Background: an optimization exercise with open tools, aiming at small area, a short achievable clock period and few clock cycles per item. Do not read the settings as production practice. The RTL was checked by simulation tests, not by an equivalence proof against the original design. The clock cells of runs 3 to 9 come from the design's own scripts or RTL, not from TritonCTS. The clock input has no modelled driver; a real chip could not lean on it and would need a root buffer or a full tree. Power is estimated from default activity; no workload was simulated.

### flow/flow/run.sh
#!/bin/bash
set -euo pipefail
MARGIN=$(cat flow/margin.txt)
CTS=$(cat flow/cts_args.txt)
bash standard.sh "BUFFER_PORTS_ARGS=-buffer_cell sky130_fd_sc_hd__buf_1" \
  "SETUP_SLACK_MARGIN=$MARGIN" "CTS_ARGS=$CTS" finish > standard.log 2>&1
### flow/flow/cts_args.txt
-sink_clustering_enable -repair_clock_nets -dont_use_dummy_load -root_buf sky130_fd_sc_hd__clkbuf_16 -buf_list sky130_fd_sc_hd__clkbuf_16 -sink_clustering_size 80 -sink_clustering_max_diameter 400
### flow/flow/margin.txt
5.8
### flow/standard.sh
#!/bin/bash
# synth_recipe.tcl (not shown) runs the flow's synth.tcl, then flattens the netlist and writes it again
# the make line also repeats each setting of config.mk as NAME=value (left out here)
make -C /OpenROAD-flow-scripts/flow DESIGN_CONFIG=/design/flow/config.mk WORK_HOME=/design/flow/orfs CLKGATE_MAP_FILE= SYNTH_SCRIPT=/design/flow/synth_recipe.tcl "${@:-finish}"
### flow/config.mk
export PLATFORM = sky130hd
export DESIGN_NAME = SquareRoot
export DESIGN_NICKNAME = SquareRoot
export VERILOG_FILES = /design/flow/design.v
export SDC_FILE = /design/flow/constraint.sdc
export NUM_CORES = 4
export LEC_CHECK = 0
export CAP_MARGIN = 20
export CORE_MARGIN = 2
export CORE_UTILIZATION = 75
export SETUP_SLACK_MARGIN = 5
export SLEW_MARGIN = 20
### flow/constraint.sdc
create_clock -name core_clock -period 8.5 [get_ports {clk}]
set_input_delay 1.7000 -clock core_clock [delete_from_list [all_inputs] [get_ports {clk}]]
set_output_delay 1.7000 -clock core_clock [all_outputs]
set_load 0.01 [all_outputs]
### flow/design.v
`timescale 1ns / 1ps
module SquareRoot(outdata,checkflag,clk,rst,start,indata);
 input wire clk;
 input wire rst;
 input wire start;
 input wire [31:0] indata;
 output reg [15:0] outdata;    
 output reg checkflag;
 reg [13:0] h;       
 reg [15:0] r;       
 reg        neg;     
 reg        busy;
 reg [6:0]  j;       
 reg        late;    
 wire last = j[6] & ~j[5];       
 wire [15:0] m;
 assign m[1:0] = 2'b11;
 genvar k;
 generate
    for (k = 2; k <= 8; k = k + 1) begin : mlo
        assign m[k] = j[k-2] | late;
    end
    for (k = 9; k <= 14; k = k + 1) begin : mhi
        assign m[k] = late & ~j[k-9];
    end
 endgenerate
 assign m[15] = 1'b0;
 wire [17:0] sum = {r, h[13], outdata[15]} + {(outdata & m) ^ {16{~neg}}, 2'b11};
 function [4:0] first2;
    input [3:0] n;
    begin
    case (n)
    4'd0:  first2 = {2'd0, 3'd0};
    4'd1:  first2 = {2'd1, 3'd0};
    4'd2:  first2 = {2'd1, 3'd1};
    4'd3:  first2 = {2'd1, 3'd2};
    4'd4:  first2 = {2'd2, 3'd0};
    4'd5:  first2 = {2'd2, 3'd1};
    4'd6:  first2 = {2'd2, 3'd2};
    4'd7:  first2 = {2'd2, 3'd3};
    4'd8:  first2 = {2'd2, 3'd4};
    4'd9:  first2 = {2'd3, 3'd0};
    4'd10: first2 = {2'd3, 3'd1};
    4'd11: first2 = {2'd3, 3'd2};
    4'd12: first2 = {2'd3, 3'd3};
    4'd13: first2 = {2'd3, 3'd4};
    4'd14: first2 = {2'd3, 3'd5};
    default: first2 = {2'd3, 3'd6};
    endcase
    end
 endfunction
 wire [1:0] q0;
 wire [2:0] r0;
 assign {q0, r0} = first2(indata[31:28]);
 wire [13:0] hi_in, lo_in;
 generate
    for (k = 0; k < 14; k = k + 1) begin : split
        assign hi_in[k] = indata[2*k+1];
        assign lo_in[k] = indata[2*k];
    end
 endgenerate
 always @(posedge clk) begin
    if (!busy) begin
        h   <= hi_in;
        r   <= {13'd0, r0};
        neg <= 1'b0;
        j   <= 7'd0;
        late <= 1'b0;
    end else begin
        h   <= {h[12:0], 1'b0};
        r   <= sum[15:0];
        neg <= sum[17];
        j   <= {j[5:0], ~j[6]};
        late <= j[6] & (j[0] | j[5]);    
    end
 end
 always @(posedge clk) begin
    if (busy)
        outdata <= {outdata[14:0], ~sum[17]};
    else if (start)
        outdata <= {lo_in, q0};
 end
 always @(posedge clk) begin
    if (rst) begin
        busy      <= 1'b0;
        checkflag <= 1'b0;
    end else if (start & !busy) begin
        busy      <= 1'b1;
        checkflag <= 1'b0;
    end else if (busy & last) begin
        busy      <= 1'b0;
        checkflag <= 1'b1;
    end
 end
endmodule
==> results by group, run 1 <==
Timing
  • Worst Skew: ~0.013 ns
  • RSZ-0062 raised after global routing: no
  • Setup TNS: 0 ns
  • Max Slew Vio Count: 0
  • Slew HR: between 50% and 60%
  • Hold slack: around 0.46 ns
  • Worst-margin pin slew: between 0.6 and 0.7 ns
  • Maximum clock rate: 0.3519 GHz
  • Tcrit/Tclk final: between 30% and 40%
  • Final Hold Fails: 0
  • Final setup fails: 0
  • Final Critical Period: roughly 2.8 ns

Power
  • Power density over the cells: ~370 nW/um2
  • NetSw: ~0.53 mW
  • Combinational power share: a little under half
  • Sequential share of power: 28.6%
  • Sw Share: between 40% and 50%
  • Worst-case vdd ir drop: ~0.26 mV
  • Clock power frac: roughly a quarter
  • Cell-internal power: around 0.77 mW
  • Leak: 1.391 nW

Place
  • Port Buf Inserts: between 50 and 60
  • Placed Area: ~3200 um2
  • Post-Place Cells: between 300 and 400
  • DP HPWL: between 4 and 5 mm
  • Routability cong.: ~0.9

Synthesis
  • Cells after synthesis: approximately 280
  • Synth unique cells: 41
  • Synthesized area per cell: 10.65 um2
  • Sequential share of the synthesized area: between 40% and 50%
  • Syn nets: around 340
  • Synthesis warning total: 1
  • FF+latch count, synth: 57
  • Synthesized area: around 3000 um2

GRT
  • Initial antenna violation count: 0
  • First-pass GRT wire length: around 13 mm
  • Vias in the first global route: approximately 2.6k
  • Largest net degree at the start of global routing: 51
  • Remaining global-route overflow: 0
  • Tot GR Track Use: between 40% and 50%

Finish
  • Synthesis-to-finish area growth: 15.79%
  • Final instance area: 3477 um2
  • Most common cell after layout, fill and taps aside: buf_1
  • N_diodes: 0
  • Fin nets: around 390
  • Most frequent cells in the layout: buf_1 (51), dfxtp_1 (38), mux2_2 (27)
  • Layout Cells excl Fill: 380
  • Layout cells sized above 1: around 15%

Routing
  • Via count: approximately 2.7k
  • Via-per-instance ratio: approximately 7.1
  • Drt total wl: roughly 9.9 mm
  • Pre-antenna DRT Iters: 5
  • Routed wire length on met3: 1.067 mm
  • Per-cell routed wire length: approximately 26 um
  • Max layer used: met4
  • Routed met1 length: between 3 and 4 mm
  • DRC: 0
  • Met2 WL: roughly 4.8 mm
  • Iter 0 DRT Violations: roughly 400
  • Antenna Violating Nets Remaining: 0

Clock tree
  • Clock sinks: 57
  • TritonCTS clock tree: done
  • CTS clk-pin slew, worst paths: 0.05 ns
  • H-tree levels: 3
  • Clk root buf: clkbuf_16
  • CTS Buf Count: 9
  • Longest Clk Path Bufs: 2
  • Clock latency (worst-skew pair): 0.33 ns

Floorplan
  • Die X: roughly 67 um
  • Rows: 22
  • Core area: 3744 um2
  • Ports: 52
  • Die Y: a little under 70 um
  • Die area: between 4000 and 5000 um2
  • Initial core utilization: between 80% and 90%

Outcome
  • Status: no timing/DRC/antenna violations

Worst setup path
  • Setup CP Type: reg2reg
  • Largest fanout on the critical path: 13
  • Crit end category: register
  • Reg2reg path depth: 9
  • Critical Path AT: 2.89 ns
  • Startpoint types: register
  • Worst EP required: 8.55 ns

Hold path
  • Hold Path Class: reg2reg
  • WHS Path Cells: 1

Run
  • Max-cap violations: 0
cells in the mapped netlist, drive strengths merged:
master / number / share of area (%)
a21oi: 14 / 2.3
o22ai: 1 / 0.21
nor3b: 2 / 0.50
mux2i: 7 / 2.3
o31ai: 1 / 0.25
o311ai: 1 / 0.54
xor2: 18 / 5.2
dfxtp: 41 / 27
nand3: 2 / 0.33
inv: 8 / 1.0
and2b: 1 / 0.25
o211ai: 2 / 0.50
nand2: 14 / 1.8
xnor2: 9 / 2.6
nand2b: 6 / 1.3
clkbuf: 8 / 1.0
nand4: 3 / 0.63
a21boi: 1 / 0.25
a211oi: 3 / 0.75
nor2b: 5 / 1.0
nand3b: 5 / 1.3
nor3: 2 / 0.33
o21ai: 19 / 3.3
a2111oi: 1 / 0.92
or4bb: 1 / 0.37
a31oi: 1 / 0.21
and4: 1 / 0.29
buf: 4 / 0.71
edfxtp: 16 / 16
nand4b: 1 / 0.29
and2: 18 / 3.8
ha: 22 / 9.2
nor2: 10 / 1.3
a21o: 6 / 1.5
o21a: 1 / 0.25
mux2: 27 / 10
flip-flops by register name, summed over array words and instances, names as in the netlist:
register / cells
busy: 1
checkflag: 1
h: 14
j: 7
late: 1
neg: 1
outdata: 16
r: 16
through the flow:
| step | utilization [%] | worst slack, ns | power [mW] |
|---|---|---|---|
| floorplan | - | 5.921 | 0.7822 |
| global placement | 85.80 | 5.773 | 0.8671 |
| detailed placement | 85.80 | 5.627 | 0.8891 |
| CTS | 91.88 | 5.811 | 1.203 |
| global route | 92.88 | 5.529 | 1.330 |
| finish | 92.88 | 5.658 | 1.297 |
final cells by class:
| cell class | count | area (um2) |
|---|---|---|
| multi-input cells | 205 | 1645 |
| flip-flops and latches | 57 | 1310 |
| fillers | 121 | 266.5 |
| clock buffers | 9 | 225.2 |
| repair buffers | 53 | 206.4 |
| well taps | 48 | 60.06 |
| inverters | 8 | 30.03 |
critical path, stage by stage, from the launching register on:
cell      delay (ns)
dfxtp_4         0.40
o21ai_0         0.30
xor2_1          0.36
ha_1            0.34
a21oi_1         0.31
o22ai_1         0.14
nor2_2          0.22
o311ai_2        0.17
xnor2_2         0.21
a21oi_1         0.09
cells by family after synthesis:
| logic type | after synthesis | share of synthesized area (%) |
|---|---|---|
| multiplexers | 34 | 12.46 |
| buffers and inverters | 20 | 2.708 |
| adder cells (fa/ha/maj) | 22 | 9.167 |
| AND/OR/NAND/NOR | 71 | 13.46 |
| AO/OA/AOI/OAI | 51 | 11.00 |
| XOR/XNOR | 27 | 7.875 |
| flip-flops | 57 | 43.33 |
per-layer routing:
| layer | global-route usage [%] | vias up |
|---|---|---|
| met4 | 21.94 | 0 |
| met3 | 15.67 | 82 |
| met2 | 71.66 | 258 |
| met5 | 0 | - |
| li1 | - | 1090 |
| met1 | 44.67 | 1261 |
repair_timing:
action	in CTS	in global routing
gates cloned	0	0
hold buffers	0	0
setup endpoints to repair	9	8
pin swaps	0	1
buffers inserted	0	1
gates resized for setup	2	16
power by group through the flow:
| stage | registers, mW | logic (mW) | clock network (mW) |
|---|---|---|---|
| after floorplan | 0.354 | 0.428 | 0 |
| after global placement | 0.367 | 0.500 | 0 |
| after detailed placement | 0.370 | 0.519 | 0 |
| after CTS | 0.366 | 0.548 | 0.289 |
| after global routing | 0.374 | 0.648 | 0.309 |
| final | 0.371 | 0.622 | 0.305 |
final timing paths:
check	from	end	slack, ns
setup / recovery	late$_SDFF_PN0_	outdata[0]$_DFFE_PP_	5.66
hold reg to reg	h[0]$_SDFF_PP0_	h[1]$_DFF_P_	0.46
hold / removal	h[0]$_SDFF_PP0_	h[1]$_DFF_P_	0.46
setup reg to reg	late$_SDFF_PN0_	outdata[0]$_DFFE_PP_	5.66
Testbench counts, summed over its fixed seeds: cycles 30,720, ops 2,048.
==> inputs of run 2 (changes only) <==
==> flow/flow/run.sh (replaced) <==
#!/bin/bash
set -euo pipefail
MARGIN=$(cat flow/margin.txt)
export PRE_CTS_TCL="$PWD/flow/pre_cts.tcl"
bash standard.sh "BUFFER_PORTS_ARGS=-buffer_cell sky130_fd_sc_hd__buf_1" \
  "SETUP_SLACK_MARGIN=$MARGIN" "PRE_CTS_TCL=$PRE_CTS_TCL" finish > standard.log 2>&1
==> flow/flow/pre_cts.tcl (new file) <==
# Sourced by ORFS's cts.tcl (PRE_CTS_TCL) just before clock_tree_synthesis.
# The design is small, so instead of TritonCTS's tree (a root buffer, eight
# leaf buffers and dummy loads) the clock port drives NBUF buffers directly,
# each driving the registers of one vertical stripe of the core: sinks are
# sorted by x and split evenly, and each buffer sits at its sinks' centroid.
# Every register sees one buffer between the port and its clock pin.
set ::manual_cts_nbuf 2
set ::manual_cts_cell sky130_fd_sc_hd__clkbuf_16

proc manual_cts {nbuf cb} {
  set block [ord::get_db_block]
  set clknet [$block findNet clk]
  set master [[ord::get_db] findMaster $cb]
  set sinks {}
  foreach iterm [$clknet getITerms] {
    set bb [[$iterm getInst] getBBox]
    lappend sinks [list [expr {([$bb xMin] + [$bb xMax]) / 2}] \
      [expr {([$bb yMin] + [$bb yMax]) / 2}] $iterm]
  }
  set sinks [lsort -integer -index 0 $sinks]
  set n [llength $sinks]
  puts "manual_cts: $n sinks, $nbuf x $cb"
  for {set k 0} {$k < $nbuf} {incr k} {
    set lo [expr {$k * $n / $nbuf}]
    set hi [expr {($k + 1) * $n / $nbuf - 1}]
    set buf [odb::dbInst_create $block $master clkbuf_${k}_clk]
    set net [odb::dbNet_create $block clknet_${k}_clk]
    $net setSigType CLOCK
    set sx 0
    set sy 0
    set m 0
    foreach s [lrange $sinks $lo $hi] {
      lassign $s x y iterm
      incr sx $x
      incr sy $y
      incr m
      $iterm disconnect
      $iterm connect $net
    }
    [$buf findITerm A] connect $clknet
    [$buf findITerm X] connect $net
    $buf setLocation [expr {$sx / $m}] [expr {$sy / $m}]
    $buf setPlacementStatus PLACED
  }
  set_propagated_clock [all_clocks]
}

rename clock_tree_synthesis tritoncts_clock_tree_synthesis
proc clock_tree_synthesis {args} {
  manual_cts $::manual_cts_nbuf $::manual_cts_cell
}
--- a/flow/config.mk
+++ b/flow/config.mk
@@ -7,6 +7,6 @@
 export LEC_CHECK = 0
 export CAP_MARGIN = 20
 export CORE_MARGIN = 2
-export CORE_UTILIZATION = 75
+export CORE_UTILIZATION = 85
 export SETUP_SLACK_MARGIN = 5
 export SLEW_MARGIN = 20
removed: flow/flow/cts_args.txt
==> run 2 against run 1 <==
- the flow now stops in global placement (3_3_place_gp)
- synthesized cell count stayed put
- synthesized area unchanged
==> results by group, run 2 <==
Synthesis
  • Synthesized area: 3003 um2
  • FF+latch count, synth: 57
  • Synthesis warning total: 1
  • Synth top area share: between 20% and 30%
  • Synthesized area per cell: between 10 and 15 um2
  • Top-count cell post-synth: dfxtp_1
  • Async S/R FF share, synth: 0%
  • Most instantiated cells after synthesis: dfxtp_1 (41), mux2_2 (27), ha_1 (22)
  • Cells after synthesis: about 280
  • Synth area leader: dfxtp_1
  • Synth unique cells: 41
  • Post-synth EDFFs: 16
  • Sequential share of the synthesized area: between 40% and 50%
  • Syn nets: between 300 and 400
  • Synth area leaders: dfxtp_1 (27%), edfxtp_1 (16%), mux2_2 (10%), ha_1 (9.2%), xor2_1 (5.2%)
  • Synth Flop Type: dfxtp_1

Floorplan
  • Initial core utilization: about nine tenths
  • Ports: 52
  • Rows: 21
  • Die Y: around 63 um
  • Die X: 63.44 um

Outcome
  • Fail Step: global placement (3_3_place_gp)
  • Status: aborted with a tool error
  • Tool error: [ERROR GPL-0301] Utilization 100.646 % exceeds 100%.

Place
  • Port Buf Inserts: 51
==> run 2: kinds of logic after synthesis <==
group,count (synthesis),share of synthesized area [%]
flip-flops,57,43.33
AO/OA/AOI/OAI,51,11.00
AND/OR/NAND/NOR,71,13.46
buffers and inverters,20,2.708
adder cells (fa/ha/maj),22,9.167
multiplexers,34,12.46
XOR/XNOR,27,7.875
==> inputs of run 3 (changes only) <==
==> flow/flow/margin.txt (replaced) <==
5.95
--- a/flow/config.mk
+++ b/flow/config.mk
@@ -7,6 +7,6 @@
 export LEC_CHECK = 0
 export CAP_MARGIN = 20
 export CORE_MARGIN = 2
-export CORE_UTILIZATION = 85
+export CORE_UTILIZATION = 75
 export SETUP_SLACK_MARGIN = 5
 export SLEW_MARGIN = 20
==> run 3 against run 2 <==
- now clean on timing, DRC and antenna
- synthesized cell count unchanged
- synthesized area unchanged
==> results by group, run 3 <==
GRT
  • Remaining global-route overflow: 0
  • First-pass GRT wire length: a little under 10 mm
  • Vias in the first global route: roughly 2.2k
  • Tot GR Track Use: 27.75%
  • Largest net degree at the start of global routing: 65
  • Initial antenna violation count: 0

Synthesis
  • Syn nets: around 340
  • Synth unique cells: a little over 40
  • Most instantiated cells after synthesis: dfxtp_1 (41), mux2_2 (27), ha_1 (22)
  • Synth area leader: dfxtp_1
  • Synth area leaders: dfxtp_1 (27%), edfxtp_1 (16%), mux2_2 (10%), ha_1 (9.2%), xor2_1 (5.2%)
  • Synthesized area: around 3000 um2
  • Synth top area share: a little over a quarter
  • Synth Flop Type: dfxtp_1
  • Sequential share of the synthesized area: between 40% and 50%
  • Synthesized area per cell: 10.65 um2
  • Async S/R FF share, synth: 0%
  • Cells after synthesis: 282
  • Synthesis warning total: 1
  • FF+latch count, synth: 57
  • Post-synth EDFFs: 16
  • Top-count cell post-synth: dfxtp_1

Timing
  • Tcrit/Tclk final: 29.78%
  • Worst Setup Slack, final: approximately 6.0 ns
  • Final setup fails: 0
  • Final Critical Period: around 2.5 ns
  • Maximum clock rate: approximately 0.40 GHz
  • Final Hold Fails: 0
  • Setup TNS: 0 ns
  • Worst-margin pin slew: between 0.6 and 0.7 ns
  • RSZ-0062 raised after global routing: yes
  • Worst Skew: approximately 0.014 ns
  • Max Slew Vio Count: 0
  • Slew HR: between 50% and 60%

Finish
  • Synthesis-to-finish area growth: 11.38%
  • Filler Cells Inserted: 161
  • N_diodes: 0
  • Layout cells sized above 1: 16.11%
  • Final instance area: between 3000 and 4000 um2
  • Fin nets: between 300 and 400
  • Most frequent cells in the layout: buf_1 (49), dfxtp_1 (37), mux2_2 (27)
  • Leading registers by flop count: outdata (16), r (16), h (14)
  • Most common cell after layout, fill and taps aside: buf_1

Worst setup path
  • R2R Path Start: late$_SDFF_PN0_
  • Crit end category: register
  • Worst R2R Setup Slack: around 6.0 ns
  • Worst EP required: around 8.5 ns
  • Critical Path AT: about 2.6 ns
  • Setup CP Type: in2reg
  • Largest fanout on the critical path: 3
  • Startpoint types: input pin
  • Reg2reg path depth: 9
  • Worst reg2reg endpoint: outdata[0]$_DFFE_PP_

Power
  • Worst-case vdd ir drop: approximately 0.22 mV
  • Power density over the cells: just over 300 nW/um2
  • Sw Share: 39.41%
  • Clock power frac: 10.7%
  • Sequential share of power: between 30% and 40%
  • Combinational power share: between 50% and 60%
  • Leak: ~1.3 nW
  • NetSw: a little over 0.4 mW
  • Cell-internal power: around 0.63 mW

Run
  • Max-cap violations: 0

Routing
  • Drt total wl: between 6 and 7 mm
  • Per-cell routed wire length: roughly 18 um
  • Pre-antenna DRT Iters: 4
  • Antenna Violating Nets Remaining: 0
  • Via count: roughly 2.3k
  • Iter 0 DRT Violations: 153
  • DRC: 0
  • Via-per-instance ratio: roughly 6.1

Hold path
  • Hold Path Class: reg2reg
  • WHS Endpoint: h[9]$_DFF_P_
  • Hold Crit Start: h[8]$_DFF_P_
  • WHS Path Cells: 1

Floorplan
  • Initial core utilization: roughly four fifths
  • Die area: ~4500 um2
  • Core area: 3744 um2
  • Rows: 22
  • Die X: approximately 67 um
  • Die Y: 67.28 um
  • Ports: between 50 and 60

Place
  • DP HPWL: roughly 4.7 mm
  • Routability cong.: between 0.8 and 0.9
  • Placed Area: between 3000 and 4000 um2
  • Port Buf Inserts: 51
  • Pre-CTS setup slack: roughly 5.6 ns

Clock tree
  • CTS clk-pin slew, worst paths: about 0.10 ns
  • Clock latency (worst-skew pair): 0.17 ns

Outcome
  • Status: no timing/DRC/antenna violations
run 3: cell counts after synthesis:
No cell type changed its count.
run 3: cells by family (layout without fill, tap and decap cells):
kind of cell | Yosys count | count (layout) | share of synthesized area [%]
AND/OR/NAND/NOR | 71 | 71 | 13.46
adder cells (fa/ha/maj) | 22 | 22 | 9.167
buffers and inverters | 20 | 67 | 2.708
AO/OA/AOI/OAI | 51 | 51 | 11.00
multiplexers | 34 | 34 | 12.46
flip-flops | 57 | 57 | 43.33
XOR/XNOR | 27 | 27 | 7.875
run 3: worst max-delay path by stage:
stage,from,end,slack (ns),depth (start not counted)
2_1_floorplan,neg$_SDFF_PN0_,outdata[0]$_DFFE_PP_,5.99,10
3_3_place_gp,neg$_SDFF_PN0_,outdata[0]$_DFFE_PP_,5.76,8
3_5_place_dp,neg$_SDFF_PN0_,outdata[0]$_DFFE_PP_,5.64,8
4_1_cts,late$_SDFF_PN0_,outdata[0]$_DFFE_PP_,5.93,9
5_1_grt,late$_SDFF_PN0_,outdata[0]$_DFFE_PP_,5.93,9
6_report,indata[29],r[1]$_DFF_P_,5.97,6
run 3: area by class of cell:
cell class	instances	area [um2]	share of cell area [%]
plain buffers	2	50.05	1.496
repair buffers	57	239.0	7.146
well taps	48	60.06	1.796
multi-input cells	205	1648	49.27
flip-flops and latches	57	1314	39.28
inverters	8	33.78	1.010
run 3: timing repair:
| item | CTS | global route |
|---|---|---|
| endpoints found under the setup margin | 26 | 7 |
| pin swaps | 0 | 3 |
| gates resized for setup | 6 | 17 |
| hold buffers | 0 | 0 |
| setup buffers | 2 | 4 |
run 3: metal layers:
metal	track usage [%]	vias up	wire (um)
met4	6.378	0	132
met3	2.500	15	332
met2	52.23	94	3625
met5	0	-	0
met1	34.24	1094	2628
li1	-	1087	-
run 3: worst max-delay path, cell delays in order:
cell,delay [ns]
buf_2,0.12
inv_2,0.06
ha_1,0.29
mux2i_1,0.08
mux2i_1,0.21
mux2i_1,0.11
run 3: power by group through the flow:
stage          Sequential [mW]  Combinational [mW]  Clock, mW
2_1_floorplan            0.354               0.429          0
3_3_place_gp             0.372               0.494          0
3_5_place_dp             0.373               0.515          0
4_1_cts                  0.368               0.525      0.110
5_1_grt                  0.376               0.605      0.120
6_report                 0.370               0.554      0.111
run 3: stage by stage:
stage	hold WS, ns	power (mW)	util (%)	instances
after floorplan	0.4229	0.7831	-	282
after global placement	0.4360	0.8666	85.59	369
after detailed placement	0.4406	0.8889	85.59	369
final	0.4688	1.035	89.34	377
after global routing	0.4851	1.100	89.34	377
after CTS	0.4660	1.003	87.70	373
==> inputs of run 4 (changes only) <==
==> flow/flow/margin.txt (replaced) <==
5.8
--- a/flow/config.mk
+++ b/flow/config.mk
@@ -8,5 +8,6 @@
 export CAP_MARGIN = 20
 export CORE_MARGIN = 2
 export CORE_UTILIZATION = 75
+export PLACE_DENSITY = 0.8
 export SETUP_SLACK_MARGIN = 5
 export SLEW_MARGIN = 20
==> run 4 against run 3 <==
- still clean on timing, DRC and antenna
- via count shrank 2.2%
- clock skew up 0.0020 ns
- first-iteration DRC count rose by 42%
- sequential power decreased by 1%
- largest cell class unchanged
==> results by group, run 4 <==
Power
  • Power density over the cells: approximately 310 nW/um2
  • Leak: 1.294 nW
  • Worst-case vdd ir drop: between 0.2 and 0.3 mV

Timing
  • RSZ-0062 raised after global routing: no
  • Max Slew Vio Count: 0
  • Maximum clock rate: about 0.39 GHz
  • Slew HR: a little under three fifths
  • Final Hold Fails: 0
  • Tcrit/Tclk final: 30.34%
  • Worst-margin pin slew: 0.6420 ns
  • Hold slack: 0.4666 ns
  • Final setup fails: 0
  • Setup TNS: 0 ns
  • Final Critical Period: ~2.6 ns
  • Worst Skew: about 0.015 ns

Routing
  • Pre-antenna DRT Iters: 4
  • Iter 0 DRT Violations: 217
  • Antenna Violating Nets Remaining: 0
  • Via count: 2240
  • Drt total wl: ~6.4 mm
  • Per-cell routed wire length: between 15 and 20 um
  • DRC: 0
  • Via-per-instance ratio: between 6 and 7

Synthesis
  • Top-count cell post-synth: dfxtp_1
  • Synth top area share: 27.33%
  • Synth area leaders: dfxtp_1 (27%), edfxtp_1 (16%), mux2_2 (10%), ha_1 (9.2%), xor2_1 (5.2%)
  • Syn nets: between 300 and 400
  • Synthesized area: ~3000 um2
  • Async S/R FF share, synth: 0%
  • Sequential share of the synthesized area: about 43%
  • Synthesis warning total: 1
  • Cells after synthesis: around 280
  • Synth area leader: dfxtp_1
  • Most instantiated cells after synthesis: dfxtp_1 (41), mux2_2 (27), ha_1 (22)
  • Synth Flop Type: dfxtp_1
  • Synth unique cells: 41
  • Synthesized area per cell: 10.65 um2
  • FF+latch count, synth: 57
  • Post-synth EDFFs: 16

Hold path
  • Hold Path Class: reg2reg

Floorplan
  • Initial core utilization: 80.21%
  • Ports: 52
  • Die X: a little under 70 um
  • Die Y: a little under 70 um
  • Rows: 22
  • Die area: 4526 um2
  • Core area: about 3700 um2

Clock tree
  • CTS clk-pin slew, worst paths: approximately 0.10 ns
  • Clock latency (worst-skew pair): roughly 0.17 ns
  • Hold Buf Count CTS: 0

Finish
  • N_diodes: 0
  • Leading registers by flop count: outdata (16), r (16), h (14)
  • Most frequent cells in the layout: buf_1 (51), dfxtp_1 (37), mux2_2 (27)
  • Most common cell after layout, fill and taps aside: buf_1
  • Layout cells sized above 1: about an eighth
  • Final Util: between 80% and 90%
  • Fin nets: around 380
  • Layout Cells excl Fill: about 370
  • Final instance area: between 3000 and 4000 um2
  • Synthesis-to-finish area growth: 9.250%
  • Filler Cells Inserted: 186

Worst setup path
  • Worst EP required: roughly 8.3 ns
  • Startpoint types: input pin
  • Crit end category: register
  • Setup CP Type: in2reg
  • Largest fanout on the critical path: 16
  • Critical Path AT: between 2 and 2.5 ns

GRT
  • Initial antenna violation count: 0
  • Vias in the first global route: 2239
  • Largest net degree at the start of global routing: 51
  • Tot GR Track Use: 29.42%
  • Remaining global-route overflow: 0
  • First-pass GRT wire length: 10.14 mm

Place
  • Placed Area: between 3000 and 4000 um2
  • DP HPWL: 4.921 mm
  • Post-Place Cells: 370
  • Routability cong.: around 0.88
  • Port Buf Inserts: a little over 50

Run
  • Max-cap violations: 0

Outcome
  • Status: no timing/DRC/antenna violations
==> run 4: worst max-delay path, stage by stage <==
cell and delay (ns):
buf_1 0.10, nor2_1 0.07, inv_1 0.51
==> run 4: per-layer routing <==
| layer | global-route usage, % | wire length [um] | vias to the layer above |
|---|---|---|---|
| li1 | - | - | 1077 |
| met1 | 34.96 | 2657 | 1074 |
| met4 | 8.673 | 138 | 0 |
| met5 | 0 | 0 | - |
| met3 | 4.333 | 286 | 18 |
| met2 | 54.70 | 3296 | 71 |
==> run 4: final cells by class <==
| cell class | instances | area (um2) | share of cell area (%) |
|---|---|---|---|
| buffer | 2 | 50.05 | 1.526 |
| inverter | 8 | 30.03 | 0.9153 |
| multi-input combinational | 205 | 1630 | 49.69 |
| sequential | 57 | 1311 | 39.97 |
| tap | 48 | 60.06 | 1.831 |
| timing repair buffer | 52 | 198.9 | 6.064 |
==> run 4: per-stage QoR <==
| step | setup slack, ns | power, mW |
|---|---|---|
| after floorplan | 5.921 | 0.7822 |
| after global placement | 5.773 | 0.8671 |
| after detailed placement | 5.627 | 0.8891 |
| after CTS | 5.905 | 1.000 |
| after global routing | 5.806 | 1.083 |
| final | 5.921 | 1.020 |
==> run 4: final timing paths <==
check	start	end	slack (ns)	cells past startpoint
setup / recovery	start	outdata[8]$_DFFE_PP_	5.92	3
hold / removal	h[12]$_DFF_P_	h[13]$_DFF_P_	0.47	1
setup reg to reg	late$_SDFF_PN0_	outdata[0]$_DFFE_PP_	5.94	9
hold reg to reg	h[12]$_DFF_P_	h[13]$_DFF_P_	0.47	1
==> run 4: what timing repair did <==
item / 4_1_cts / 5_1_grt
resized for setup: 2 / 12
setup buffers: 0 / 0
endpoints found under the setup margin: 5 / 5
==> run 4: power breakdown <==
| group | switching, mW | internal [mW] | total [mW] |
|---|---|---|---|
| Clock | 0.0670 | 0.0437 | 0.111 |
| Combinational | 0.303 | 0.242 | 0.545 |
| Sequential | 0.0353 | 0.329 | 0.365 |
==> run 4: logic make-up (layout without fill, tap and decap cells) <==
| family | count (synthesis) | count (layout) | share of synthesized area (%) |
|---|---|---|---|
| simple gates | 71 | 71 | 13.46 |
| flops | 57 | 57 | 43.33 |
| fa+ha+maj | 22 | 22 | 9.167 |
| compound gates | 51 | 51 | 11.00 |
| xor+xnor | 27 | 27 | 7.875 |
| mux | 34 | 34 | 12.46 |
| buf+inv | 20 | 62 | 2.708 |
==> inputs of run 5 (changes only) <==
--- a/flow/config.mk
+++ b/flow/config.mk
@@ -8,6 +8,6 @@
 export CAP_MARGIN = 20
 export CORE_MARGIN = 2
 export CORE_UTILIZATION = 75
-export PLACE_DENSITY = 0.8
+export GPL_TIMING_DRIVEN = 1
 export SETUP_SLACK_MARGIN = 5
 export SLEW_MARGIN = 20
==> run 5 against run 4 <==
- total power unchanged
- setup slack unchanged
- critical path type unchanged
- critical path depth unchanged
- critical endpoint unchanged
- utilization unchanged
==> results by group, run 5 <==
Outcome
  • Status: no timing/DRC/antenna violations

Routing
  • Pre-antenna DRT Iters: 4
  • Via count: 2240
  • Iter 0 DRT Violations: 217
  • Via-per-instance ratio: between 6 and 7
  • DRC: 0
  • Antenna Violating Nets Remaining: 0
  • Per-cell routed wire length: about 17 um
  • Drt total wl: 6.379 mm

Synthesis
  • Top-count cell post-synth: dfxtp_1
  • Syn nets: ~340
  • Synthesis warning total: 1
  • Synth area leaders: dfxtp_1 (27%), edfxtp_1 (16%), mux2_2 (10%), ha_1 (9.2%), xor2_1 (5.2%)
  • Cells after synthesis: around 280
  • Async S/R FF share, synth: 0%
  • Synth unique cells: 41
  • Post-synth EDFFs: 16
  • Synthesized area: approximately 3000 um2
  • Most instantiated cells after synthesis: dfxtp_1 (41), mux2_2 (27), ha_1 (22)
  • Synthesized area per cell: 10.65 um2
  • Sequential share of the synthesized area: a little over two fifths
  • Synth top area share: 27.33%
  • Synth Flop Type: dfxtp_1
  • Synth area leader: dfxtp_1
  • FF+latch count, synth: between 50 and 60

Place
  • Port Buf Inserts: approximately 50
  • Placed Area: around 3200 um2
  • Post-Place Cells: 370
  • DP HPWL: about 4.9 mm
  • Routability cong.: around 0.9

Finish
  • Final instance area: between 3000 and 4000 um2
  • Fin nets: around 380
  • Most frequent cells in the layout: buf_1 (51), dfxtp_1 (37), mux2_2 (27)
  • Synthesis-to-finish area growth: 9.250%
  • Leading registers by flop count: outdata (16), r (16), h (14)
  • Layout cells sized above 1: 12.96%
  • Layout Cells excl Fill: between 300 and 400
  • Most common cell after layout, fill and taps aside: buf_1
  • Filler Cells Inserted: 186
  • N_diodes: 0

Worst setup path
  • Critical Path AT: approximately 2.4 ns
  • Largest fanout on the critical path: 16
  • Startpoint types: input pin
  • Worst EP required: 8.30 ns
  • Crit end category: register
  • Setup CP Type: in2reg

Timing
  • Max Slew Vio Count: 0
  • Final Hold Fails: 0
  • Worst Skew: between 0.015 and 0.02 ns
  • Final setup fails: 0
  • Worst-margin pin slew: 0.6420 ns
  • Setup TNS: 0 ns
  • Maximum clock rate: between 0.3 and 0.4 GHz
  • Tcrit/Tclk final: between 30 and 40%
  • Final Critical Period: 2.579 ns
  • RSZ-0062 raised after global routing: no
  • Hold slack: about 0.47 ns
  • Slew HR: a little under three fifths

GRT
  • Vias in the first global route: ~2.2k
  • Initial antenna violation count: 0
  • Remaining global-route overflow: 0
  • Tot GR Track Use: ~29%
  • First-pass GRT wire length: ~10 mm
  • Largest net degree at the start of global routing: a little over 50

Power
  • Leak: approximately 1.3 nW
  • Worst-case vdd ir drop: approximately 0.26 mV
  • Power density over the cells: just over 300 nW/um2

Run
  • Max-cap violations: 0

Clock tree
  • Post-CTS Setup Bufs: 0
  • Clock latency (worst-skew pair): about 0.17 ns
  • CTS clk-pin slew, worst paths: about 0.10 ns

Floorplan
  • Ports: 52
  • Die area: roughly 4500 um2
  • Rows: 22
  • Initial core utilization: between 80% and 90%
  • Die Y: 67.28 um
  • Die X: 67.28 um
  • Core area: 3744 um2

Hold path
  • Hold Path Class: reg2reg
-- run 5: cell counts in the layout (fill, tap and decap cells not counted) --
No cell type changed its count.
-- run 5: power breakdown --
group          total [mW]  switching [mW]  internal (mW)
clock network       0.111          0.0670         0.0437
logic               0.545           0.303          0.242
registers           0.365          0.0353          0.329
-- run 5: logic make-up after synthesis --
| family | after synthesis | share of synthesized area [%] |
|---|---|---|
| simple gates | 71 | 13.46 |
| flops | 57 | 43.33 |
| compound gates | 51 | 11.00 |
| mux | 34 | 12.46 |
| xor+xnor | 27 | 7.875 |
| fa+ha+maj | 22 | 9.167 |
| buf+inv | 20 | 2.708 |
-- run 5: worst paths after layout --
check,from,end,slack [ns],depth (start not counted)
setup / recovery,start,outdata[8]$_DFFE_PP_,5.92,3
hold / removal,h[12]$_DFF_P_,h[13]$_DFF_P_,0.47,1
setup reg to reg,late$_SDFF_PN0_,outdata[0]$_DFFE_PP_,5.94,9
hold reg to reg,h[12]$_DFF_P_,h[13]$_DFF_P_,0.47,1
-- run 5: cell type report --
cell class	instances	area, um2	share of cell area [%]
Timing Repair Buffer	52	198.9	6.064
Inverter	8	30.03	0.9153
Buffer	2	50.05	1.526
Multi-Input combinational cell	205	1630	49.69
Tap cell	48	60.06	1.831
Sequential cell	57	1311	39.97
-- run 5: through the flow --
stage | utilization (%) | total power [mW] | setup WS, ns
floorplan | - | 0.7822 | 5.921
detailed placement | 85.80 | 0.8891 | 5.627
global route | 87.63 | 1.083 | 5.806
finish | 87.63 | 1.020 | 5.921
CTS | 87.20 | 1.000 | 5.905
global placement | 85.80 | 0.8671 | 5.773
-- run 5: metal layers --
layer	vias to the layer above	global-route usage, %	wire (um)
li1	1077	-	-
met1	1074	34.96	2657
met2	71	54.70	3296
met3	18	4.333	286
met4	0	8.673	138
met5	-	0	0
-- run 5: timing repair --
item,CTS,global route
hold buffers,0,0
setup endpoints to repair,5,5
resized for setup,2,12
-- run 5: worst max-delay path, cell delays in order --
cell	delay, ns
buf_1	0.10
nor2_1	0.07
inv_1	0.51
==> inputs of run 6 (changes only) <==
==> flow/flow/margin.txt (replaced) <==
5.7
--- a/flow/config.mk
+++ b/flow/config.mk
@@ -8,6 +8,5 @@
 export CAP_MARGIN = 20
 export CORE_MARGIN = 2
 export CORE_UTILIZATION = 75
-export GPL_TIMING_DRIVEN = 1
 export SETUP_SLACK_MARGIN = 5
 export SLEW_MARGIN = 20
==> run 6 against run 5 <==
- critical path type is now reg2reg
- sequential power barely moved
- routed wire length about the same
- clock power about the same
- utilization decreased by 0.23 points
- global-route usage down 0.11 points
- die area stayed put
- sequential cell count unchanged
- cell count stayed put
- largest cell class unchanged
- first-iteration DRC count fell by 25%
- total power decreased by 0.21%
==> results by group, run 6 <==
Synthesis
  • Synthesis warning total: 1
  • Synth area leaders: dfxtp_1 (27%), edfxtp_1 (16%), mux2_2 (10%), ha_1 (9.2%), xor2_1 (5.2%)
  • Synthesized area: about 3000 um2
  • Synthesized area per cell: around 11 um2
  • Sequential share of the synthesized area: around 43%
  • Synth Flop Type: dfxtp_1
  • Syn nets: between 300 and 400
  • Post-synth EDFFs: 16
  • Synth top area share: a little over a quarter
  • Async S/R FF share, synth: 0%
  • Top-count cell post-synth: dfxtp_1
  • Most instantiated cells after synthesis: dfxtp_1 (41), mux2_2 (27), ha_1 (22)
  • Synth area leader: dfxtp_1
  • Cells after synthesis: between 200 and 300
  • Synth unique cells: 41
  • FF+latch count, synth: 57

Finish
  • Most frequent cells in the layout: buf_1 (51), dfxtp_1 (38), mux2_2 (27)
  • Fin nets: approximately 380
  • Area of the multi-input gates: 1623 um2
  • Reg area: ~1300 um2
  • Synthesis-to-finish area growth: 8.958%
  • Most common cell after layout, fill and taps aside: buf_1
  • N_diodes: 0
  • Filler Cells Inserted: about 190
  • Layout cells sized above 1: 12.04%
  • Leading registers by flop count: outdata (16), r (16), h (14)

Timing
  • Maximum clock rate: approximately 0.38 GHz
  • Worst Skew: 0.01700 ns
  • Hold slack: 0.4666 ns
  • Worst-margin pin slew: around 0.65 ns
  • Slew HR: 56.59%
  • Final Hold Fails: 0
  • Max Slew Vio Count: 0
  • Tcrit/Tclk final: a little under a third
  • Setup TNS: 0 ns
  • Final Critical Period: roughly 2.7 ns
  • Final setup fails: 0
  • RSZ-0062 raised after global routing: no

Place
  • DP HPWL: 4.921 mm
  • Port Buf Inserts: 51
  • Routability cong.: between 0.8 and 0.9

Floorplan
  • Core area: between 3000 and 4000 um2
  • Ports: 52
  • Rows: 22
  • Die area: approximately 4500 um2
  • Die X: about 67 um
  • Initial core utilization: approximately 80%
  • Die Y: roughly 67 um

GRT
  • Met2 Use GR: between 50% and 60%
  • GRT met1 Usage: 34.42%
  • Vias in the first global route: 2250
  • First-pass GRT wire length: between 10 and 15 mm
  • Largest net degree at the start of global routing: between 50 and 60
  • Tot GR Track Use: just under 30%
  • Initial antenna violation count: 0
  • Remaining global-route overflow: 0
  • Met3 GRT Util: between 4 and 5%
  • GRT Max-Usage Layer: met2

Routing
  • Iter 0 DRT Violations: between 150 and 200
  • Drt total wl: between 6 and 7 mm
  • Via-per-instance ratio: 6.051
  • DRC: 0
  • Per-cell routed wire length: around 17 um
  • Via count: approximately 2.3k
  • Antenna Violating Nets Remaining: 0
  • Pre-antenna DRT Iters: 4

Clock tree
  • Clock latency (worst-skew pair): between 0.15 and 0.2 ns
  • CTS clk-pin slew, worst paths: roughly 0.11 ns
  • Post-CTS Setup Bufs: 0

Worst setup path
  • Critical Path AT: approximately 2.6 ns
  • Largest fanout on the critical path: 13
  • Worst EP required: roughly 8.4 ns
  • Worst Path Buf+Inv: 0
  • Worst path cell trace: o21ai_0 -> xor2_1 -> ha_1 -> nand2_1 -> a2111oi_4 -> nor2_2 -> o311ai_2 -> xnor2_1 -> a21oi_1
  • Largest stage delay, worst path: 0.41 ns
  • Crit-path slowest cell: ha_1
  • Worst R2R Setup Slack: 5.84 ns
  • Worst path top cell family by delay: compound AO/OA/AOI/OAI gates
  • Crit end category: register
  • Setup CP Type: reg2reg
  • Startpoint types: register

Power
  • Combinational power share: between 50% and 60%
  • Cell-internal power: around 0.6 mW
  • NetSw: 0.4045 mW
  • Power density over the cells: roughly 310 nW/um2
  • Worst-case vdd ir drop: approximately 0.26 mV
  • Leak: about 1.3 nW
  • Sequential share of power: 35.8%
  • Clock power frac: 10.8%
  • Sw Share: 39.74%

Outcome
  • Status: no timing/DRC/antenna violations

Run
  • Max-cap violations: 0

Hold path
  • Hold Path Class: reg2reg
## run 6: changes by cell type in the layout (fill, tap and decap cells not counted)
cell and delta:
a21oi_2 -1, o21ai_0 +4, dfxtp_1 +1, a21oi_1 +1, o21ai_1 -3, dfxtp_2 -1
o21ai_2 -1
## run 6: final cells by class
type / count / area share, %
multi-input cells: 205 / 49.60
flip-flops and latches: 57 / 40.04
repair buffers: 52 / 6.080
well taps: 48 / 1.836
plain buffers: 2 / 1.530
inverters: 8 / 0.9178
## run 6: worst paths after layout
path	end	cells after the start	from
min reg2reg	h[13]$_DFF_P_	1	h[12]$_DFF_P_
min	h[13]$_DFF_P_	1	h[12]$_DFF_P_
max reg2reg	outdata[0]$_DFFE_PP_	9	late$_SDFF_PN0_
max	outdata[0]$_DFFE_PP_	9	late$_SDFF_PN0_
## run 6: metal layers
| metal | part of all wire (%) | wire length, um |
|---|---|---|
| met5 | 0 | 0 |
| met4 | 2.5 | 161 |
| met3 | 5.0 | 320 |
| met2 | 52 | 3295 |
| met1 | 41 | 2598 |
## run 6: logic make-up after synthesis
logic type	after synthesis	synth area share (%)
mux	34	12.46
fa+ha+maj	22	9.167
simple gates	71	13.46
compound gates	51	11.00
buf+inv	20	2.708
flops	57	43.33
xor+xnor	27	7.875
## run 6: power groups by stage
stage / Clock (mW) / Combinational (mW) / Sequential (mW)
finish: 0.110 / 0.543 / 0.365
global route: 0.116 / 0.595 / 0.369
CTS: 0.109 / 0.528 / 0.364
detailed placement: 0 / 0.519 / 0.370
global placement: 0 / 0.500 / 0.367
floorplan: 0 / 0.428 / 0.354
## run 6: what timing repair did
item | 4_1_cts | 5_1_grt
setup endpoints to repair | 1 | 7
hold buffers | 0 | 0
gates resized for setup | 1 | 6
pin swaps | 0 | 0
hold endpoints to repair | 0 | 0
## run 6: stage by stage
stage | setup WS [ns] | utilization, % | cells | power, mW | instance area [um2]
floorplan | 5.921 | - | 282 | 0.7822 | 3003
global placement | 5.773 | 85.80 | 370 | 0.8671 | 3212
detailed placement | 5.627 | 85.80 | 370 | 0.8891 | 3212
CTS | 5.768 | 87.17 | 372 | 1.000 | 3263
global route | 5.732 | 87.40 | 372 | 1.080 | 3272
finish | 5.838 | 87.40 | 372 | 1.018 | 3272
==> inputs of run 7 (changes only) <==
==> flow/flow/margin.txt (replaced) <==
5.85
==> run 7 against run 6 <==
- register-to-register slack improved by 0.03 ns
- via count increased by 6.4%
- first-iteration DRC count increased by 54%
- clock power about the same
- sequential power about the same
- fmax increased by 1.0%
- setup slack improved by 0.027 ns
- utilization increased by 3.2 points
- synthesized area unchanged
- sequential share of layout area decreased by 1.4 points
- critical path type unchanged
- largest power group unchanged
==> results by group, run 7 <==
Timing
  • Final Critical Period: between 2 and 3 ns
  • Tcrit/Tclk final: just over 30%
  • Worst-margin pin slew: approximately 0.64 ns
  • Final Hold Fails: 0
  • Setup TNS: 0 ns
  • RSZ-0062 raised after global routing: no
  • Worst Skew: about 0.016 ns
  • Worst Setup Slack, final: 5.865 ns
  • Final setup fails: 0
  • Maximum clock rate: 0.3795 GHz
  • Slew HR: approximately 57%
  • Max Slew Vio Count: 0

Synthesis
  • Multiplexer area fraction after synthesis: between 10% and 20%
  • Syn nets: around 340
  • Area share of fa/ha/maj cells after synthesis: 9.167%
  • Synth Flop Type: dfxtp_1
  • Synth top area share: roughly 27%
  • Synthesis warning total: 1
  • Compound-Gate Fraction of Synth Area: 11.00%
  • Sequential share of the synthesized area: 43.33%
  • Top-count cell post-synth: dfxtp_1
  • Post-synth EDFFs: 16
  • Synthesized area: 3003 um2
  • Cells after synthesis: approximately 280
  • Post-Synth XOR/XNOR Area: approximately 7.9%
  • Synthesized area per cell: 10.65 um2
  • Synth area leader: dfxtp_1
  • Most instantiated cells after synthesis: dfxtp_1 (41), mux2_2 (27), ha_1 (22)
  • Synth unique cells: between 40 and 50
  • Synth area leaders: dfxtp_1 (27%), edfxtp_1 (16%), mux2_2 (10%), ha_1 (9.2%), xor2_1 (5.2%)
  • Largest family of logic cells by synthesized area: simple AND/OR/NAND/NOR gates
  • Simple-gate portion of the synthesized area: 13.46%
  • Async S/R FF share, synth: 0%
  • FF+latch count, synth: 57

Outcome
  • Status: no timing/DRC/antenna violations

Worst setup path
  • Setup CP Type: reg2reg
  • Crit end category: register
  • Critical Path AT: around 2.6 ns
  • Largest fanout on the critical path: 8
  • Worst EP required: roughly 8.4 ns
  • R2R Path Start: late$_SDFF_PN0_
  • Worst reg2reg endpoint: outdata[0]$_DFFE_PP_
  • Startpoint types: register
  • Worst R2R Setup Slack: 5.86 ns
  • Reg2reg path depth: 10
  • Crit-path slowest cell: dfxtp_4
  • Largest stage delay, worst path: 0.40 ns
  • Worst path cell trace: buf_4 -> o21ai_4 -> xor2_1 -> ha_1 -> and4_2 -> nor2b_1 -> o21ai_1 -> o311ai_2 -> xnor2_1 -> a21oi_1

Routing
  • Via-per-instance ratio: around 6.3
  • Pre-antenna DRT Iters: 5
  • DRC: 0
  • Iter 0 DRT Violations: 250
  • Antenna Violating Nets Remaining: 0
  • Via count: 2395
  • Drt total wl: 7.239 mm
  • Per-cell routed wire length: around 19 um

Floorplan
  • Rows: 22
  • Die Y: around 67 um
  • Ports: 52
  • Die X: just under 70 um
  • Core area: 3744 um2
  • Initial core utilization: approximately 80%
  • Die area: between 4000 and 5000 um2

Finish
  • Synthesis-to-finish area growth: 13.00%
  • Leading registers by flop count: outdata (16), r (16), h (14)
  • Filler Cells Inserted: 155
  • Fin nets: approximately 390
  • N_diodes: 0
  • Most frequent cells in the layout: buf_1 (51), dfxtp_1 (37), mux2_2 (27)
  • Most common cell after layout, fill and taps aside: buf_1
  • Layout cells sized above 1: 17.37%

Clock tree
  • Clock latency (worst-skew pair): ~0.17 ns
  • CTS clk-pin slew, worst paths: roughly 0.11 ns

GRT
  • Remaining global-route overflow: 0
  • Largest net degree at the start of global routing: just over 50
  • First-pass GRT wire length: 10.14 mm
  • Vias in the first global route: approximately 2.2k
  • Initial antenna violation count: 0
  • Tot GR Track Use: slightly below 30%

Place
  • Pre-CTS setup slack: ~5.6 ns
  • DP HPWL: about 5 mm
  • Routability cong.: about 0.88
  • Port Buf Inserts: a little over 50

Hold path
  • Hold Path Class: reg2reg
  • WHS Path Cells: 1
  • WHS Endpoint: h[13]$_DFF_P_
  • Hold Crit Start: h[12]$_DFF_P_

Power
  • Worst-case vdd ir drop: around 0.26 mV
  • Power density over the cells: 323.9 nW/um2
  • Power Total: 1.099 mW
  • Leak: between 1 and 1.5 nW

Run
  • Max-cap violations: 0
==> run 7: layout make-up <==
| cell class | count | area, um2 | area share [%] |
|---|---|---|---|
| plain buffers | 2 | 50.05 | 1.475 |
| inverters | 8 | 30.03 | 0.8850 |
| multi-input cells | 205 | 1668 | 49.15 |
| flip-flops and latches | 57 | 1311 | 38.64 |
| well taps | 48 | 60.06 | 1.770 |
| repair buffers | 62 | 274.0 | 8.075 |
==> run 7: how the worst max path moves through the flow <==
stage                         start                   end  slack (ns)
floorplan            neg$_SDFF_PN0_  outdata[0]$_DFFE_PP_        5.92
global placement     neg$_SDFF_PN0_  outdata[0]$_DFFE_PP_        5.77
detailed placement   neg$_SDFF_PN0_  outdata[0]$_DFFE_PP_        5.63
CTS                  neg$_SDFF_PN0_  outdata[0]$_DFFE_PP_        5.91
global route        late$_SDFF_PN0_  outdata[0]$_DFFE_PP_        5.80
finish              late$_SDFF_PN0_  outdata[0]$_DFFE_PP_        5.86
==> run 7: through the flow <==
stage	instance area, um2	hold slack [ns]	util [%]	cells
global route	3393	0.4788	90.64	382
global placement	3212	0.4357	85.80	370
CTS	3264	0.4671	87.20	372
detailed placement	3212	0.4439	85.80	370
finish	3393	0.4658	90.64	382
floorplan	3003	0.4229	-	282
==> run 7: repair_timing <==
action	in CTS	in global routing
endpoints found under the hold margin	0	0
setup buffers	0	10
pin swaps	0	9
hold buffers	0	0
endpoints found under the setup margin	7	7
gates resized for setup	2	25
==> run 7: power by group <==
group	internal, mW	switching (mW)
clock network	0.0437	0.0669
registers	0.329	0.0368
logic	0.272	0.350
total	0.645	0.454
==> run 7: cells by family (layout without fill, tap and decap cells) <==
logic type               Yosys count  after routing
AO/OA/AOI/OAI                     51             51
AND/OR/NAND/NOR                   71             71
flip-flops                        57             57
adder cells (fa/ha/maj)           22             22
multiplexers                      34             34
buffers and inverters             20             72
XOR/XNOR                          27             27
==> run 7: worst max-delay path: cells and delay by family (launching register included) <==
family | cells | cell delay, ns
xor gates and xnor gates | 2 | 0.46
buffers and inverters | 1 | 0.18
and+or+nand+nor | 2 | 0.43
DFF | 1 | 0.40
adders and majority gates | 1 | 0.31
AOI/OAI and AO/OA | 4 | 0.61
==> run 7: routing by layer <==
metal	track usage, %	vias to the layer above	share of wire, %
met5	0	-	0
met4	8.673	0	3.1
met3	4.333	36	5.8
met2	54.70	114	52
met1	34.96	1143	39
li1	-	1102	-
==> inputs of run 8 (changes only) <==
==> flow/flow/margin.txt (replaced) <==
5.8
==> run 8 against run 7 <==
- still clean
- worst hold slack better by 0.00079 ns
- synthesized cell count unchanged
- clock skew down 0.00066 ns
- synthesized area unchanged
- via count down 6.5%
- sequential share of layout area is 1.3 points higher
- critical path depth fell by 7
- global-route usage unchanged
- routed wire length fell by 12%
- fmax increased by 2.2%
- largest power group unchanged
==> results by group, run 8 <==
GRT
  • Initial antenna violation count: 0
  • Met3 GRT Util: between 4 and 5%
  • GRT met1 Usage: a little over a third
  • Vias in the first global route: 2239
  • Met2 Use GR: roughly 55%
  • GRT Max-Usage Layer: met2
  • Tot GR Track Use: 29.42%
  • First-pass GRT wire length: 10.14 mm
  • Remaining global-route overflow: 0
  • Largest net degree at the start of global routing: 51

Synthesis
  • Synthesized area: between 3000 and 4000 um2
  • Synth area leader: dfxtp_1
  • Synthesized area per cell: 10.65 um2
  • Cells after synthesis: around 280
  • Most instantiated cells after synthesis: dfxtp_1 (41), mux2_2 (27), ha_1 (22)
  • Synthesis warning total: 1
  • Sequential share of the synthesized area: ~43%
  • Synth top area share: between 20% and 30%
  • Synth area leaders: dfxtp_1 (27%), edfxtp_1 (16%), mux2_2 (10%), ha_1 (9.2%), xor2_1 (5.2%)
  • Post-synth EDFFs: 16
  • FF+latch count, synth: 57
  • Syn nets: 339
  • Top-count cell post-synth: dfxtp_1
  • Synth unique cells: slightly above 40
  • Async S/R FF share, synth: 0%
  • Synth Flop Type: dfxtp_1

Timing
  • Maximum clock rate: roughly 0.39 GHz
  • Hold slack: 0.4666 ns
  • Final Critical Period: approximately 2.6 ns
  • RSZ-0062 raised after global routing: no
  • Worst Skew: 0.01549 ns
  • Final Hold Fails: 0
  • Final setup fails: 0
  • Setup TNS: 0 ns
  • Slew HR: a little under three fifths
  • Max Slew Vio Count: 0
  • Worst-margin pin slew: 0.6420 ns
  • Tcrit/Tclk final: 30.34%

Finish
  • Reg area: about 1300 um2
  • N_diodes: 0
  • Fin nets: 383
  • Most common cell after layout, fill and taps aside: buf_1
  • Area of the multi-input gates: 1630 um2
  • Layout cells sized above 1: 12.96%
  • Filler Cells Inserted: between 150 and 200
  • Synthesis-to-finish area growth: 9.250%
  • Most frequent cells in the layout: buf_1 (51), dfxtp_1 (37), mux2_2 (27)
  • Leading registers by flop count: outdata (16), r (16), h (14)
  • Final instance area: about 3300 um2

Routing
  • Via count: 2240
  • Pre-antenna DRT Iters: 4
  • Per-cell routed wire length: 17.15 um
  • Antenna Violating Nets Remaining: 0
  • Drt total wl: 6.379 mm
  • Via-per-instance ratio: around 6.0
  • DRC: 0
  • Iter 0 DRT Violations: 217

Floorplan
  • Rows: 22
  • Die X: just under 70 um
  • Die area: 4526 um2
  • Die Y: around 67 um
  • Initial core utilization: roughly four fifths
  • Core area: 3744 um2
  • Ports: 52

Worst setup path
  • Worst Path Buf+Inv: 2
  • Largest fanout on the critical path: 16
  • Worst path top cell family by delay: buffers and inverters
  • Worst path cell trace: buf_1 -> nor2_1 -> inv_1
  • Startpoint types: input pin
  • Setup CP Type: in2reg
  • Crit end category: register
  • Critical Path AT: between 2 and 2.5 ns
  • Crit-path slowest cell: inv_1
  • Largest stage delay, worst path: just over 0.5 ns
  • Worst EP required: approximately 8.3 ns

Place
  • DP HPWL: between 4 and 5 mm
  • Port Buf Inserts: 51
  • Placed Area: 3212 um2
  • Routability cong.: approximately 0.9

Outcome
  • Status: no timing/DRC/antenna violations

Run
  • Max-cap violations: 0

Power
  • Worst-case vdd ir drop: roughly 0.26 mV
  • Power density over the cells: 310.9 nW/um2
  • Leak: between 1 and 1.5 nW
  • Power Total: between 1 and 1.5 mW

Clock tree
  • Post-CTS Setup Bufs: 0
  • Clock latency (worst-skew pair): ~0.17 ns
  • CTS clk-pin slew, worst paths: 0.10 ns

Hold path
  • Hold Path Class: reg2reg
## run 8: cell counts after synthesis
Identical to the previous run, type by type.
## run 8: path summary, 6_finish.rpt
check | startpoint | to | slack, ns | cells after the start
hold reg to reg | h[12]$_DFF_P_ | h[13]$_DFF_P_ | 0.47 | 1
setup / recovery | start | outdata[8]$_DFFE_PP_ | 5.92 | 3
setup reg to reg | late$_SDFF_PN0_ | outdata[0]$_DFFE_PP_ | 5.94 | 9
hold / removal | h[12]$_DFF_P_ | h[13]$_DFF_P_ | 0.47 | 1
## run 8: per-stage QoR
step,utilization [%],cells,worst slack (ns)
floorplan,-,282,5.921
global placement,85.80,370,5.773
detailed placement,85.80,370,5.627
CTS,87.20,372,5.905
global route,87.63,372,5.806
finish,87.63,372,5.921
## run 8: repair_timing
action / 4_1_cts / 5_1_grt
endpoints found under the setup margin: 5 / 5
hold buffers: 0 / 0
resized for setup: 2 / 12
## run 8: power by group
| part | internal [mW] | switching, mW |
|---|---|---|
| logic | 0.242 | 0.303 |
| registers | 0.329 | 0.0353 |
| clock network | 0.0437 | 0.0670 |
| total | 0.615 | 0.405 |
## run 8: logic make-up (layout without fill, tap and decap cells)
logic type,after synthesis,count (layout),synth area share (%)
mux,34,34,12.46
compound gates,51,51,11.00
fa+ha+maj,22,22,9.167
flops,57,57,43.33
xor+xnor,27,27,7.875
simple gates,71,71,13.46
buf+inv,20,62,2.708
## run 8: layout make-up
type                            count  area share (%)
Tap cell                           48           1.831
Inverter                            8          0.9153
Multi-Input combinational cell    205           49.69
Sequential cell                    57           39.97
Buffer                              2           1.526
Timing Repair Buffer               52           6.064
## run 8: layer usage
metal | share of wire, % | wire [um] | vias up
li1 | - | - | 1077
met1 | 42 | 2657 | 1074
met2 | 52 | 3296 | 71
met3 | 4.5 | 286 | 18
met4 | 2.2 | 138 | 0
met5 | 0 | 0 | -
==> inputs of run 9 (changes only) <==
--- a/flow/config.mk
+++ b/flow/config.mk
@@ -7,6 +7,6 @@
 export LEC_CHECK = 0
 export CAP_MARGIN = 20
 export CORE_MARGIN = 2
-export CORE_UTILIZATION = 75
+export CORE_UTILIZATION = 80
 export SETUP_SLACK_MARGIN = 5
 export SLEW_MARGIN = 20
==> run 9 against run 8 <==
- still clean
- sequential share of layout area decreased by 0.13 points
- clock skew down 0.0011 ns
- sequential power about the same
- worst hold slack better by 0.0055 ns
- register-to-register slack about the same
- largest power group unchanged
- highest routed layer unchanged
==> results by group, run 9 <==
Routing
  • Iter 0 DRT Violations: approximately 210
  • Pre-antenna DRT Iters: 4
  • Drt total wl: approximately 7.1 mm
  • Per-cell routed wire length: roughly 19 um
  • DRC: 0
  • Via count: between 2k and 2.5k
  • Via-per-instance ratio: about 6.2
  • Antenna Violating Nets Remaining: 0

Worst setup path
  • Crit end category: register
  • Worst reg2reg endpoint: outdata[0]$_DFFE_PP_
  • Setup CP Type: reg2reg
  • Worst EP required: approximately 8.4 ns
  • R2R Path Start: late$_SDFF_PN0_
  • Crit-path slowest cell: dfxtp_4
  • Startpoint types: register
  • Critical Path AT: approximately 2.5 ns
  • Worst setup path end: outdata[0]$_DFFE_PP_
  • Crit path from: late$_SDFF_PN0_
  • Reg2reg path depth: 9
  • Worst path cell trace: o21ai_0 -> xor2_1 -> ha_1 -> nand2_1 -> a2111oi_4 -> nor2_2 -> o311ai_2 -> xnor2_1 -> a21oi_1
  • Largest stage delay, worst path: between 0.4 and 0.5 ns
  • Largest fanout on the critical path: 13
  • Worst R2R Setup Slack: between 5 and 6 ns

Synthesis
  • Synthesized area per cell: 10.65 um2
  • FF+latch count, synth: 57
  • Post-Synth XOR/XNOR Area: between 7 and 8%
  • Synthesized area: 3003 um2
  • Synthesis warning total: 1
  • Async S/R FF share, synth: 0%
  • Most instantiated cells after synthesis: dfxtp_1 (41), mux2_2 (27), ha_1 (22)
  • Synth unique cells: 41
  • Syn nets: 339
  • Multiplexer area fraction after synthesis: between 10 and 15%
  • Compound-Gate Fraction of Synth Area: 11.00%
  • Synth area leaders: dfxtp_1 (27%), edfxtp_1 (16%), mux2_2 (10%), ha_1 (9.2%), xor2_1 (5.2%)
  • Top-count cell post-synth: dfxtp_1
  • Synth Flop Type: dfxtp_1
  • Simple-gate portion of the synthesized area: a little over an eighth
  • Area share of fa/ha/maj cells after synthesis: under 10%
  • Cells after synthesis: roughly 280
  • Synth top area share: a little over a quarter
  • Post-synth EDFFs: 16
  • Synth area leader: dfxtp_1
  • Largest family of logic cells by synthesized area: simple AND/OR/NAND/NOR gates
  • Sequential share of the synthesized area: 43.33%

Finish
  • Most common cell after layout, fill and taps aside: buf_1
  • Synthesis-to-finish area growth: 9.500%
  • N_diodes: 0
  • Layout cells sized above 1: about an eighth
  • Fin nets: about 380
  • Filler Cells Inserted: roughly 150
  • Most frequent cells in the layout: buf_1 (51), dfxtp_1 (38), mux2_2 (27)
  • Leading registers by flop count: outdata (16), r (16), h (14)

GRT
  • Largest net degree at the start of global routing: 50
  • Tot GR Track Use: between 30% and 40%
  • Vias in the first global route: ~2.3k
  • First-pass GRT wire length: 11.21 mm
  • Remaining global-route overflow: 0
  • Initial antenna violation count: 0

Hold path
  • Hold Crit Start: h[8]$_DFF_P_
  • Hold Path Class: reg2reg

Floorplan
  • Rows: 22
  • Core area: ~3600 um2
  • Die X: about 65 um
  • Die Y: 65.27 um
  • Die area: 4260 um2
  • Ports: 52
  • Initial core utilization: 82.64%

Power
  • Worst-case vdd ir drop: between 0.2 and 0.25 mV
  • Leak: ~1.3 nW
  • Power density over the cells: between 300 and 400 nW/um2

Timing
  • Final Hold Fails: 0
  • Hold slack: around 0.47 ns
  • Slew HR: between 50% and 60%
  • Setup TNS: 0 ns
  • Tcrit/Tclk final: between 30% and 40%
  • Worst-margin pin slew: 0.6236 ns
  • Worst Skew: 0.01436 ns
  • Final Critical Period: between 2 and 3 ns
  • Max Slew Vio Count: 0
  • Maximum clock rate: around 0.39 GHz
  • Final setup fails: 0
  • RSZ-0062 raised after global routing: no

Outcome
  • Status: no timing/DRC/antenna violations

Run
  • Max-cap violations: 0

Place
  • Routability cong.: about 0.9
  • DP HPWL: between 5 and 6 mm
  • Port Buf Inserts: between 50 and 60

Clock tree
  • Clock latency (worst-skew pair): between 0.15 and 0.2 ns
  • CTS clk-pin slew, worst paths: about 0.11 ns
==> run 9: cell counts after synthesis <==
No cell type changed its count.
==> run 9: per-stage QoR <==
| stage | power (mW) | utilization, % | std cells | setup slack (ns) | cell area, um2 |
|---|---|---|---|---|---|
| floorplan | 0.7822 | - | 282 | 5.921 | 3003 |
| global placement | 0.8665 | 88.40 | 370 | 5.774 | 3212 |
| detailed placement | 0.8909 | 88.40 | 370 | 5.641 | 3212 |
| CTS | 1.004 | 89.84 | 372 | 5.868 | 3264 |
| global route | 1.101 | 90.50 | 373 | 5.783 | 3288 |
| finish | 1.040 | 90.50 | 373 | 5.935 | 3288 |
==> run 9: area by class of cell <==
cell class	instances	area (um2)	area share, %
plain buffers	2	50.05	1.522
inverters	8	30.03	0.9132
multi-input cells	205	1632	49.62
flip-flops and latches	57	1310	39.84
well taps	48	60.06	1.826
repair buffers	53	206.4	6.279
==> run 9: worst min path at each step <==
stage | endpoint | slack (ns) | depth (start not counted)
global placement | h[3]$_DFF_P_ | 0.43 | 1
detailed placement | h[7]$_DFF_P_ | 0.45 | 1
CTS | h[9]$_DFF_P_ | 0.47 | 1
floorplan | j[0]$_SDFF_PN0_ | 0.42 | 1
global route | h[7]$_DFF_P_ | 0.49 | 1
finish | h[9]$_DFF_P_ | 0.47 | 1
==> run 9: worst max-delay path, delay by kind of cell (launching register included) <==
family	cells	cell delay, ns
compound gates	4	0.97
xor+xnor	2	0.49
flops	1	0.41
fa+ha+maj	1	0.23
simple gates	2	0.20
==> run 9: logic make-up after synthesis <==
family,after synthesis
AO/OA/AOI/OAI,51
XOR/XNOR,27
adder cells (fa/ha/maj),22
buffers and inverters,20
flip-flops,57
multiplexers,34
AND/OR/NAND/NOR,71
==> run 9: what timing repair did <==
action | in CTS | in global routing
setup buffers | 0 | 1
resized for setup | 2 | 11
endpoints found under the setup margin | 5 | 6
pin swaps | 0 | 1
hold buffers | 0 | 0
==> run 9: power breakdown <==
| group | internal, mW | switching [mW] | leakage (nW) | total, mW |
|---|---|---|---|---|
| registers | 0.329 | 0.0360 | 0.502 | 0.365 |
| logic | 0.247 | 0.316 | 0.771 | 0.563 |
| clock network | 0.0437 | 0.0682 | 0.0246 | 0.112 |
| total | 0.620 | 0.420 | 1.30 | 1.04 |
==> run 9: layer usage <==
layer  track usage, %  part of all wire (%)
met5                0                     0
met4            4.688                   1.8
met3            2.911                   5.7
met2            64.92                    53
met1            41.86                    39

## static timing again, ports no longer ideal
No port has a modelled driver above. Below, the same layouts with a new extraction and two added sets of constraints. Step 1, drivers: a clkbuf_16 drives clk and a buf_2 each remaining input, both assumed. Step 2, shift: input delay + t, output delay - t, t = (earliest + latest rising clock arrival at the registers) / 2. This alone moves slack from input paths to output paths. a / b / c = ideal ports / drivers / drivers and shift; a / b = the first two.
| run | shift t [ns] | setup WS [ns] | slew at the worst register clock pin (ns) |
|---|---|---|---|
| run 1 | 0.365 | 5.658 / 5.658 / 5.492 | 0.05 / 0.05 |
| run 3 | 0.209 | 5.969 / 5.946 / 5.785 | 0.11 / 0.11 |
| run 4 | 0.210 | 5.921 / 5.925 / 5.716 | 0.11 / 0.11 |
| run 5 | 0.210 | 5.921 / 5.925 / 5.716 | 0.11 / 0.11 |
| run 6 | 0.210 | 5.838 / 5.838 / 5.709 | 0.11 / 0.11 |
| run 7 | 0.211 | 5.865 / 5.834 / 5.718 | 0.11 / 0.11 |
| run 8 | 0.210 | 5.921 / 5.925 / 5.716 | 0.11 / 0.11 |
| run 9 | 0.212 | 5.935 / 5.935 / 5.741 | 0.11 / 0.11 |
After both steps every run listed still meets setup and hold.
